Source: an optimization exercise on an open RTL-to-GDS flow (aim: small area). Production flows keep margins and buffers that such runs may drop.
At most, simulation tests tie the RTL to the original design; equivalence was not proved.
Power and IR drop assume default switching activity.

==> flow/design.v <==
module bf16_mul_front(
    input  [15:0] a,
    input  [15:0] b,
    output [21:0] w
);
  wire       sa = a[15], sb = b[15];
  wire [7:0] ea = a[14:7], eb = b[14:7];
  wire [6:0] fa = a[6:0], fb = b[6:0];
  wire a_max = &ea, b_max = &eb;
  wire a_zer = ~|ea, b_zer = ~|eb;
  wire a_fz  = ~|fa, b_fz  = ~|fb;
  wire nan   = (a_max & ~a_fz) | (b_max & ~b_fz) |
               (a_max & b_zer & b_fz) | (b_max & a_zer & a_fz);
  wire inf   = a_max | b_max;
  wire zer   = a_zer | b_zer;
  wire [8:0] S   = ea + eb + 9'd1;
  wire       ulo = ~S[8] & (~S[7] | ~|S[6:0]);     
  wire       uhi = S[8] & (S[7:0] > 8'd124);       
  wire [1:0] cls = nan              ? 2'd3 :
                   inf              ? 2'd2 :
                   zer | ulo        ? 2'd1 :
                   uhi              ? 2'd2 : 2'd0;
  wire [7:0] e0  = {~S[7], S[6:0]};
  wire t1 = (fa[0]&fb[6]) ^ (fa[1]&fb[5]);
  wire t2 = (fa[0]&fb[6]) & (fa[1]&fb[5]);
  wire t3 = fa[0] ^ fb[0] ^ (fa[1]&fb[6]);
  wire t4 = (fa[0] & fb[0]) | (fa[0] & (fa[1]&fb[6])) | (fb[0] & (fa[1]&fb[6]));
  wire t5 = (fa[2]&fb[5]) ^ (fa[3]&fb[4]);
  wire t6 = (fa[2]&fb[5]) & (fa[3]&fb[4]);
  wire t7 = fa[1] ^ fb[1] ^ (fa[2]&fb[6]);
  wire t8 = (fa[1] & fb[1]) | (fa[1] & (fa[2]&fb[6])) | (fb[1] & (fa[2]&fb[6]));
  wire t9 = (fa[3]&fb[5]) ^ (fa[4]&fb[4]);
  wire t10 = (fa[3]&fb[5]) & (fa[4]&fb[4]);
  wire t11 = fa[2] ^ fb[2] ^ (fa[3]&fb[6]);
  wire t12 = (fa[2] & fb[2]) | (fa[2] & (fa[3]&fb[6])) | (fb[2] & (fa[3]&fb[6]));
  wire t13 = (fa[0]&fb[4]) ^ (fa[1]&fb[3]);
  wire t14 = (fa[0]&fb[4]) & (fa[1]&fb[3]);
  wire t15 = (fa[0]&fb[5]) ^ (fa[1]&fb[4]) ^ (fa[2]&fb[3]);
  wire t16 = ((fa[0]&fb[5]) & (fa[1]&fb[4])) | ((fa[0]&fb[5]) & (fa[2]&fb[3])) | ((fa[1]&fb[4]) & (fa[2]&fb[3]));
  wire t17 = (fa[3]&fb[2]) ^ (fa[4]&fb[1]);
  wire t18 = (fa[3]&fb[2]) & (fa[4]&fb[1]);
  wire t19 = (fa[2]&fb[4]) ^ (fa[3]&fb[3]) ^ (fa[4]&fb[2]);
  wire t20 = ((fa[2]&fb[4]) & (fa[3]&fb[3])) | ((fa[2]&fb[4]) & (fa[4]&fb[2])) | ((fa[3]&fb[3]) & (fa[4]&fb[2]));
  wire t21 = (fa[5]&fb[1]) ^ (fa[6]&fb[0]) ^ t1;
  wire t22 = ((fa[5]&fb[1]) & (fa[6]&fb[0])) | ((fa[5]&fb[1]) & t1) | ((fa[6]&fb[0]) & t1);
  wire t23 = (fa[4]&fb[3]) ^ (fa[5]&fb[2]) ^ (fa[6]&fb[1]);
  wire t24 = ((fa[4]&fb[3]) & (fa[5]&fb[2])) | ((fa[4]&fb[3]) & (fa[6]&fb[1])) | ((fa[5]&fb[2]) & (fa[6]&fb[1]));
  wire t25 = t3 ^ t5 ^ t2;
  wire t26 = (t3 & t5) | (t3 & t2) | (t5 & t2);
  wire t27 = (fa[5]&fb[3]) ^ (fa[6]&fb[2]) ^ t7;
  wire t28 = ((fa[5]&fb[3]) & (fa[6]&fb[2])) | ((fa[5]&fb[3]) & t7) | ((fa[6]&fb[2]) & t7);
  wire t29 = t9 ^ t4 ^ t6;
  wire t30 = (t9 & t4) | (t9 & t6) | (t4 & t6);
  wire t31 = (fa[4]&fb[5]) ^ (fa[5]&fb[4]) ^ (fa[6]&fb[3]);
  wire t32 = ((fa[4]&fb[5]) & (fa[5]&fb[4])) | ((fa[4]&fb[5]) & (fa[6]&fb[3])) | ((fa[5]&fb[4]) & (fa[6]&fb[3]));
  wire t33 = t11 ^ t8 ^ t10;
  wire t34 = (t11 & t8) | (t11 & t10) | (t8 & t10);
  wire t35 = fa[3] ^ fb[3] ^ (fa[4]&fb[6]);
  wire t36 = (fa[3] & fb[3]) | (fa[3] & (fa[4]&fb[6])) | (fb[3] & (fa[4]&fb[6]));
  wire t37 = (fa[5]&fb[5]) ^ (fa[6]&fb[4]) ^ t12;
  wire t38 = ((fa[5]&fb[5]) & (fa[6]&fb[4])) | ((fa[5]&fb[5]) & t12) | ((fa[6]&fb[4]) & t12);
  wire t39 = fa[4] ^ fb[4] ^ (fa[5]&fb[6]);
  wire t40 = (fa[4] & fb[4]) | (fa[4] & (fa[5]&fb[6])) | (fb[4] & (fa[5]&fb[6]));
  wire t41 = (fa[0]&fb[3]) ^ (fa[1]&fb[2]);
  wire t42 = (fa[0]&fb[3]) & (fa[1]&fb[2]);
  wire t43 = (fa[2]&fb[2]) ^ (fa[3]&fb[1]) ^ (fa[4]&fb[0]);
  wire t44 = ((fa[2]&fb[2]) & (fa[3]&fb[1])) | ((fa[2]&fb[2]) & (fa[4]&fb[0])) | ((fa[3]&fb[1]) & (fa[4]&fb[0]));
  wire t45 = (fa[5]&fb[0]) ^ t15 ^ t17;
  wire t46 = ((fa[5]&fb[0]) & t15) | ((fa[5]&fb[0]) & t17) | (t15 & t17);
  wire t47 = t19 ^ t21 ^ t16;
  wire t48 = (t19 & t21) | (t19 & t16) | (t21 & t16);
  wire t49 = t23 ^ t25 ^ t20;
  wire t50 = (t23 & t25) | (t23 & t20) | (t25 & t20);
  wire t51 = t27 ^ t29 ^ t24;
  wire t52 = (t27 & t29) | (t27 & t24) | (t29 & t24);
  wire t53 = t31 ^ t33 ^ t28;
  wire t54 = (t31 & t33) | (t31 & t28) | (t33 & t28);
  wire t55 = t35 ^ t37 ^ t32;
  wire t56 = (t35 & t37) | (t35 & t32) | (t37 & t32);
  wire t57 = (fa[6]&fb[5]) ^ t39 ^ t36;
  wire t58 = ((fa[6]&fb[5]) & t39) | ((fa[6]&fb[5]) & t36) | (t39 & t36);
  wire t59 = fa[5] ^ fb[5] ^ (fa[6]&fb[6]);
  wire t60 = (fa[5] & fb[5]) | (fa[5] & (fa[6]&fb[6])) | (fb[5] & (fa[6]&fb[6]));
  wire t61 = (fa[0]&fb[2]) ^ (fa[1]&fb[1]);
  wire t62 = (fa[0]&fb[2]) & (fa[1]&fb[1]);
  wire t63 = (fa[2]&fb[1]) ^ (fa[3]&fb[0]) ^ t41;
  wire t64 = ((fa[2]&fb[1]) & (fa[3]&fb[0])) | ((fa[2]&fb[1]) & t41) | ((fa[3]&fb[0]) & t41);
  wire t65 = t13 ^ t43 ^ t42;
  wire t66 = (t13 & t43) | (t13 & t42) | (t43 & t42);
  wire t67 = t14 ^ t45 ^ t44;
  wire t68 = (t14 & t45) | (t14 & t44) | (t45 & t44);
  wire t69 = t18 ^ t47 ^ t46;
  wire t70 = (t18 & t47) | (t18 & t46) | (t47 & t46);
  wire t71 = t22 ^ t49 ^ t48;
  wire t72 = (t22 & t49) | (t22 & t48) | (t49 & t48);
  wire t73 = t26 ^ t51 ^ t50;
  wire t74 = (t26 & t51) | (t26 & t50) | (t51 & t50);
  wire t75 = t30 ^ t53 ^ t52;
  wire t76 = (t30 & t53) | (t30 & t52) | (t53 & t52);
  wire t77 = t34 ^ t55 ^ t54;
  wire t78 = (t34 & t55) | (t34 & t54) | (t55 & t54);
  wire t79 = t38 ^ t57 ^ t56;
  wire t80 = (t38 & t57) | (t38 & t56) | (t57 & t56);
  wire t81 = t40 ^ t59 ^ t58;
  wire t82 = (t40 & t59) | (t40 & t58) | (t59 & t58);
  wire t83 = fa[6] ^ fb[6] ^ t60;
  wire t84 = (fa[6] & fb[6]) | (fa[6] & t60) | (fb[6] & t60);
  wire [15:0] pr0 = {1'b0, 1'b1, t83, t81, t79, t77, t75, t73, t71, t69, t67, t65, t63, (fa[2]&fb[0]), (fa[0]&fb[1]), (fa[0]&fb[0])};
  wire [15:0] pr1 = {1'b0, t84, t82, t80, t78, t76, t74, t72, t70, t68, t66, t64, t62, t61, (fa[1]&fb[0]), 1'b0};
  wire [9:0] u;
  wire [15:0] p = pr0 + pr1;
  assign u = p[15:6];
  wire st = (fa[0]&fb[0]) | (fa[0]&fb[1]) | (fa[0]&fb[2]) | (fa[0]&fb[3]) | (fa[0]&fb[4]) | (fa[0]&fb[5]) | (fa[1]&fb[0]) | (fa[1]&fb[1]) | (fa[1]&fb[2]) | (fa[1]&fb[3]) | (fa[1]&fb[4]) | (fa[2]&fb[0]) | (fa[2]&fb[1]) | (fa[2]&fb[2]) | (fa[2]&fb[3]) | (fa[3]&fb[0]) | (fa[3]&fb[1]) | (fa[3]&fb[2]) | (fa[4]&fb[0]) | (fa[4]&fb[1]) | (fa[5]&fb[0]);
  assign w = {sa ^ sb, cls, e0, u, st};
endmodule
module bf16_mul_back(
    input  [21:0] w,
    output [15:0] z
);
  wire       s   = w[21];
  wire [1:0] cls = w[20:19];
  wire [7:0] e0  = w[18:11];
  wire [9:0] u   = w[10:1];           
  wire       st  = w[0];
  wire       h    = u[9];
  wire [6:0] n0   = u[7:1];           
  wire [6:0] n1   = u[8:2];           
  wire       rnd0 = u[0] & (st | n0[0]);
  wire       rnd1 = u[1] & (st | u[0] | n1[0]);
  wire [6:0] m0   = n0 + rnd0;
  wire [6:0] m1   = n1 + rnd1;
  wire       ovf  = h & rnd1 & (&n1);
  wire [6:0] m    = h ? m1 : m0;
  wire [7:0] ez   = e0 + h + ovf;
  assign z = cls == 2'd3 ? 16'hffc0 :
             cls == 2'd2 ? {s, 8'hff, 7'd0} :
             cls == 2'd1 ? {s, 15'd0} :
                           {s, ez, m};
endmodule
module mul_tree_bf16_12(
        input clk,
        input rst,
        input [(4*32-1):0] mul_ins,
        input mul_stb,
        input [1:0] mode,
        output reg [(4*16-1):0] outputs,
        output reg [3:0] final_output_stbs_1
    );
  reg        s1, v1, v2, v3;    
  reg        m2;                
  reg [21:0] w0, w1, w2, w3;    
  reg [21:0] x0, x1;            
  reg [21:0] y0;                
  wire [21:0] w0_d, w1_d, w2_d, w3_d, x0_d, x1_d, y0_d;
  wire [15:0] p0, p1, p2, p3, q0, q1, r0;
  wire [15:0] q1_a = m2 ? 16'h3f80 : p3;
  bf16_mul_front f_p0 (.a(mul_ins[31:16]),   .b(mul_ins[15:0]),   .w(w0_d));
  bf16_mul_front f_p1 (.a(mul_ins[63:48]),   .b(mul_ins[47:32]),  .w(w1_d));
  bf16_mul_front f_p2 (.a(mul_ins[95:80]),   .b(mul_ins[79:64]),  .w(w2_d));
  bf16_mul_front f_p3 (.a(mul_ins[127:112]), .b(mul_ins[111:96]), .w(w3_d));
  bf16_mul_back  b_p0 (.w(w0), .z(p0));
  bf16_mul_back  b_p1 (.w(w1), .z(p1));
  bf16_mul_back  b_p2 (.w(w2), .z(p2));
  bf16_mul_back  b_p3 (.w(w3), .z(p3));
  bf16_mul_front f_q0 (.a(p1),   .b(p0), .w(x0_d));
  bf16_mul_front f_q1 (.a(q1_a), .b(p2), .w(x1_d));
  bf16_mul_back  b_q0 (.w(x0), .z(q0));
  bf16_mul_back  b_q1 (.w(x1), .z(q1));
  bf16_mul_front f_r0 (.a(q0), .b(q1), .w(y0_d));
  bf16_mul_back  b_r0 (.w(y0), .z(r0));
  always @(posedge clk) begin
    w0 <= w0_d; w1 <= w1_d; w2 <= w2_d; w3 <= w3_d;
    x0 <= x0_d; x1 <= x1_d;
    y0 <= y0_d;
    m2 <= (mode == 2'b10);
    if (rst) begin
      s1 <= 1'b0; v1 <= 1'b0; v2 <= 1'b0; v3 <= 1'b0;
    end else begin
      s1 <= mul_stb; v1 <= s1; v2 <= v1; v3 <= v2;
    end
  end
  always @(*) begin
    case (mode)
      2'b00: begin
        final_output_stbs_1 = {v1, v1, v1, v1};
        outputs = {p3, p2, p1, p0};
      end
      2'b01: begin
        final_output_stbs_1 = {2'b00, v2, v2};
        outputs = {p3, p2, q1, q0};
      end
      2'b10: begin
        final_output_stbs_1 = {2'b00, v1, v3};
        outputs = {p3, p2, p3, r0};
      end
      default: begin
        final_output_stbs_1 = {3'b000, v3};
        outputs = {p3, p2, p3, r0};
      end
    endcase
  end
endmodule
==> flow/config.mk <==
export PLATFORM = sky130hd
export DESIGN_NAME = mul_tree_bf16_12
export DESIGN_NICKNAME = mul_tree_bf16_12
export VERILOG_FILES = /design/flow/design.v
export SDC_FILE = /design/flow/constraint.sdc
export NUM_CORES = 4
export LEC_CHECK = 0
export CAP_MARGIN = 20
export CORE_MARGIN = 2
export CORE_UTILIZATION = 65
export SLEW_MARGIN = 20
==> flow/constraint.sdc <==
create_clock -name core_clock -period 5.5 [get_ports {clk}]
set_input_delay 1.1000 -clock core_clock [delete_from_list [all_inputs] [get_ports {clk}]]
set_output_delay 1.1000 -clock core_clock [all_outputs]
set_load 0.01 [all_outputs]
run.sh (not shown) runs the stock make flow with config.mk's settings and CLKGATE_MAP_FILE= SYNTH_SCRIPT=/design/flow/synth_recipe.tcl, a recipe that flattens the netlist after the stock synthesis.
Next try:
--- a/flow/design.v
+++ b/flow/design.v
@@ -1,9 +1,9 @@
 module bf16_mul_front(
     input  [15:0] a,
     input  [15:0] b,
-    output [21:0] w
+    output [17:0] w
 );
   wire       sa = a[15], sb = b[15];
   wire [7:0] ea = a[14:7], eb = b[14:7];
   wire [6:0] fa = a[6:0], fb = b[6:0];
   wire a_max = &ea, b_max = &eb;
@@ -14,14 +14,12 @@
   wire inf   = a_max | b_max;
   wire zer   = a_zer | b_zer;
   wire [8:0] S   = ea + eb + 9'd1;
   wire       ulo = ~S[8] & (~S[7] | ~|S[6:0]);     
   wire       uhi = S[8] & (S[7:0] > 8'd124);       
-  wire [1:0] cls = nan              ? 2'd3 :
-                   inf              ? 2'd2 :
-                   zer | ulo        ? 2'd1 :
-                   uhi              ? 2'd2 : 2'd0;
+  wire       nrm = ~nan & ~inf & ~zer & ~ulo & ~uhi;    
+  wire       big = ~nan & (inf | (~zer & uhi));         
   wire [7:0] e0  = {~S[7], S[6:0]};
   wire t1 = (fa[0]&fb[6]) ^ (fa[1]&fb[5]);
   wire t2 = (fa[0]&fb[6]) & (fa[1]&fb[5]);
   wire t3 = fa[0] ^ fb[0] ^ (fa[1]&fb[6]);
   wire t4 = (fa[0] & fb[0]) | (fa[0] & (fa[1]&fb[6])) | (fb[0] & (fa[1]&fb[6]));
@@ -109,35 +107,34 @@
   wire [15:0] pr1 = {1'b0, t84, t82, t80, t78, t76, t74, t72, t70, t68, t66, t64, t62, t61, (fa[1]&fb[0]), 1'b0};
   wire [9:0] u;
   wire [15:0] p = pr0 + pr1;
   assign u = p[15:6];
   wire st = (fa[0]&fb[0]) | (fa[0]&fb[1]) | (fa[0]&fb[2]) | (fa[0]&fb[3]) | (fa[0]&fb[4]) | (fa[0]&fb[5]) | (fa[1]&fb[0]) | (fa[1]&fb[1]) | (fa[1]&fb[2]) | (fa[1]&fb[3]) | (fa[1]&fb[4]) | (fa[2]&fb[0]) | (fa[2]&fb[1]) | (fa[2]&fb[2]) | (fa[2]&fb[3]) | (fa[3]&fb[0]) | (fa[3]&fb[1]) | (fa[3]&fb[2]) | (fa[4]&fb[0]) | (fa[4]&fb[1]) | (fa[5]&fb[0]);
-  assign w = {sa ^ sb, cls, e0, u, st};
-endmodule
-module bf16_mul_back(
-    input  [21:0] w,
-    output [15:0] z
-);
-  wire       s   = w[21];
-  wire [1:0] cls = w[20:19];
-  wire [7:0] e0  = w[18:11];
-  wire [9:0] u   = w[10:1];           
-  wire       st  = w[0];
   wire       h    = u[9];
   wire [6:0] n0   = u[7:1];           
   wire [6:0] n1   = u[8:2];           
   wire       rnd0 = u[0] & (st | n0[0]);
   wire       rnd1 = u[1] & (st | u[0] | n1[0]);
-  wire [6:0] m0   = n0 + rnd0;
-  wire [6:0] m1   = n1 + rnd1;
-  wire       ovf  = h & rnd1 & (&n1);
-  wire [6:0] m    = h ? m1 : m0;
-  wire [7:0] ez   = e0 + h + ovf;
-  assign z = cls == 2'd3 ? 16'hffc0 :
-             cls == 2'd2 ? {s, 8'hff, 7'd0} :
-             cls == 2'd1 ? {s, 15'd0} :
-                           {s, ez, m};
+  wire [6:0] n    = h ? n1 : n0;
+  wire       rnd  = h ? rnd1 : rnd0;
+  wire [7:0] e0f = nrm ? e0 : {8{nan | big}};
+  wire [6:0] nf  = nrm ? n  : {nan, 6'd0};
+  assign w = {(sa ^ sb) | nan, e0f, h & nrm, rnd & nrm, nf};
+endmodule
+module bf16_mul_back(
+    input  [17:0] w,
+    output [15:0] z
+);
+  wire       s   = w[17];
+  wire [7:0] e0  = w[16:9];
+  wire       h   = w[8];
+  wire       rnd = w[7];
+  wire [6:0] n   = w[6:0];
+  wire [6:0] m   = n + rnd;
+  wire       ovf = h & rnd & (&n);
+  wire [7:0] ez  = e0 + h + ovf;
+  assign z = {s, ez, m};
 endmodule
 module mul_tree_bf16_12(
         input clk,
         input rst,
         input [(4*32-1):0] mul_ins,
@@ -146,14 +143,14 @@
         output reg [(4*16-1):0] outputs,
         output reg [3:0] final_output_stbs_1
     );
   reg        s1, v1, v2, v3;    
   reg        m2;                
-  reg [21:0] w0, w1, w2, w3;    
-  reg [21:0] x0, x1;            
-  reg [21:0] y0;                
-  wire [21:0] w0_d, w1_d, w2_d, w3_d, x0_d, x1_d, y0_d;
+  reg [17:0] w0, w1, w2, w3;    
+  reg [17:0] x0, x1;            
+  reg [17:0] y0;                
+  wire [17:0] w0_d, w1_d, w2_d, w3_d, x0_d, x1_d, y0_d;
   wire [15:0] p0, p1, p2, p3, q0, q1, r0;
   wire [15:0] q1_a = m2 ? 16'h3f80 : p3;
   bf16_mul_front f_p0 (.a(mul_ins[31:16]),   .b(mul_ins[15:0]),   .w(w0_d));
   bf16_mul_front f_p1 (.a(mul_ins[63:48]),   .b(mul_ins[47:32]),  .w(w1_d));
   bf16_mul_front f_p2 (.a(mul_ins[95:80]),   .b(mul_ins[79:64]),  .w(w2_d));
Outcome: The changed run completed with no timing, DRC or antenna violations; setup slack gets worse by 0.086 ns; final area drops slightly; total power goes down by a quarter to a third; global-route usage hardly moves; non-clock buffer count went up by 96; synthesized area shrinks by a few percent; sequential cell count is lower by 28; combinational power shrinks by a quarter to a third; clock skew is about the same.
No functional check of the RTL was part of the first run of this note.

[re-timing with driven ports]
The results above use ideal ports. As a check the final layouts listed here were re-extracted and re-timed, cells and wires unchanged. Step 1: set_driving_cell puts a clkbuf_16 on clk and a buf_2 on each other input, an assumption about the parent block. Step 2 also shifts input and output timing later by t, the mid clock arrival at the registers, as if the neighbouring blocks saw the same clock. a / b / c = no drivers / after step 1 / after step 2; a / b = the first two.
run | t, ns | setup slack, ns | worst register clock-pin slew, ns | worst slew at a driven data input, ns | pins driven straight from the clock port
the first run | 0.506 | 0.187 / 0.183 / -0.016 | 0.08 / 0.08 | 0.05 | 1
the second run | 0.473 | 0.102 / 0.129 / -0.344 | 0.06 / 0.06 | 0.10 | 1
With both steps, setup timing fails in the first run and the second run, where it was met with ideal ports. The setup slack of the second run, which loses most, moves by +0.027 ns with the drivers and by -0.446 ns with both steps.
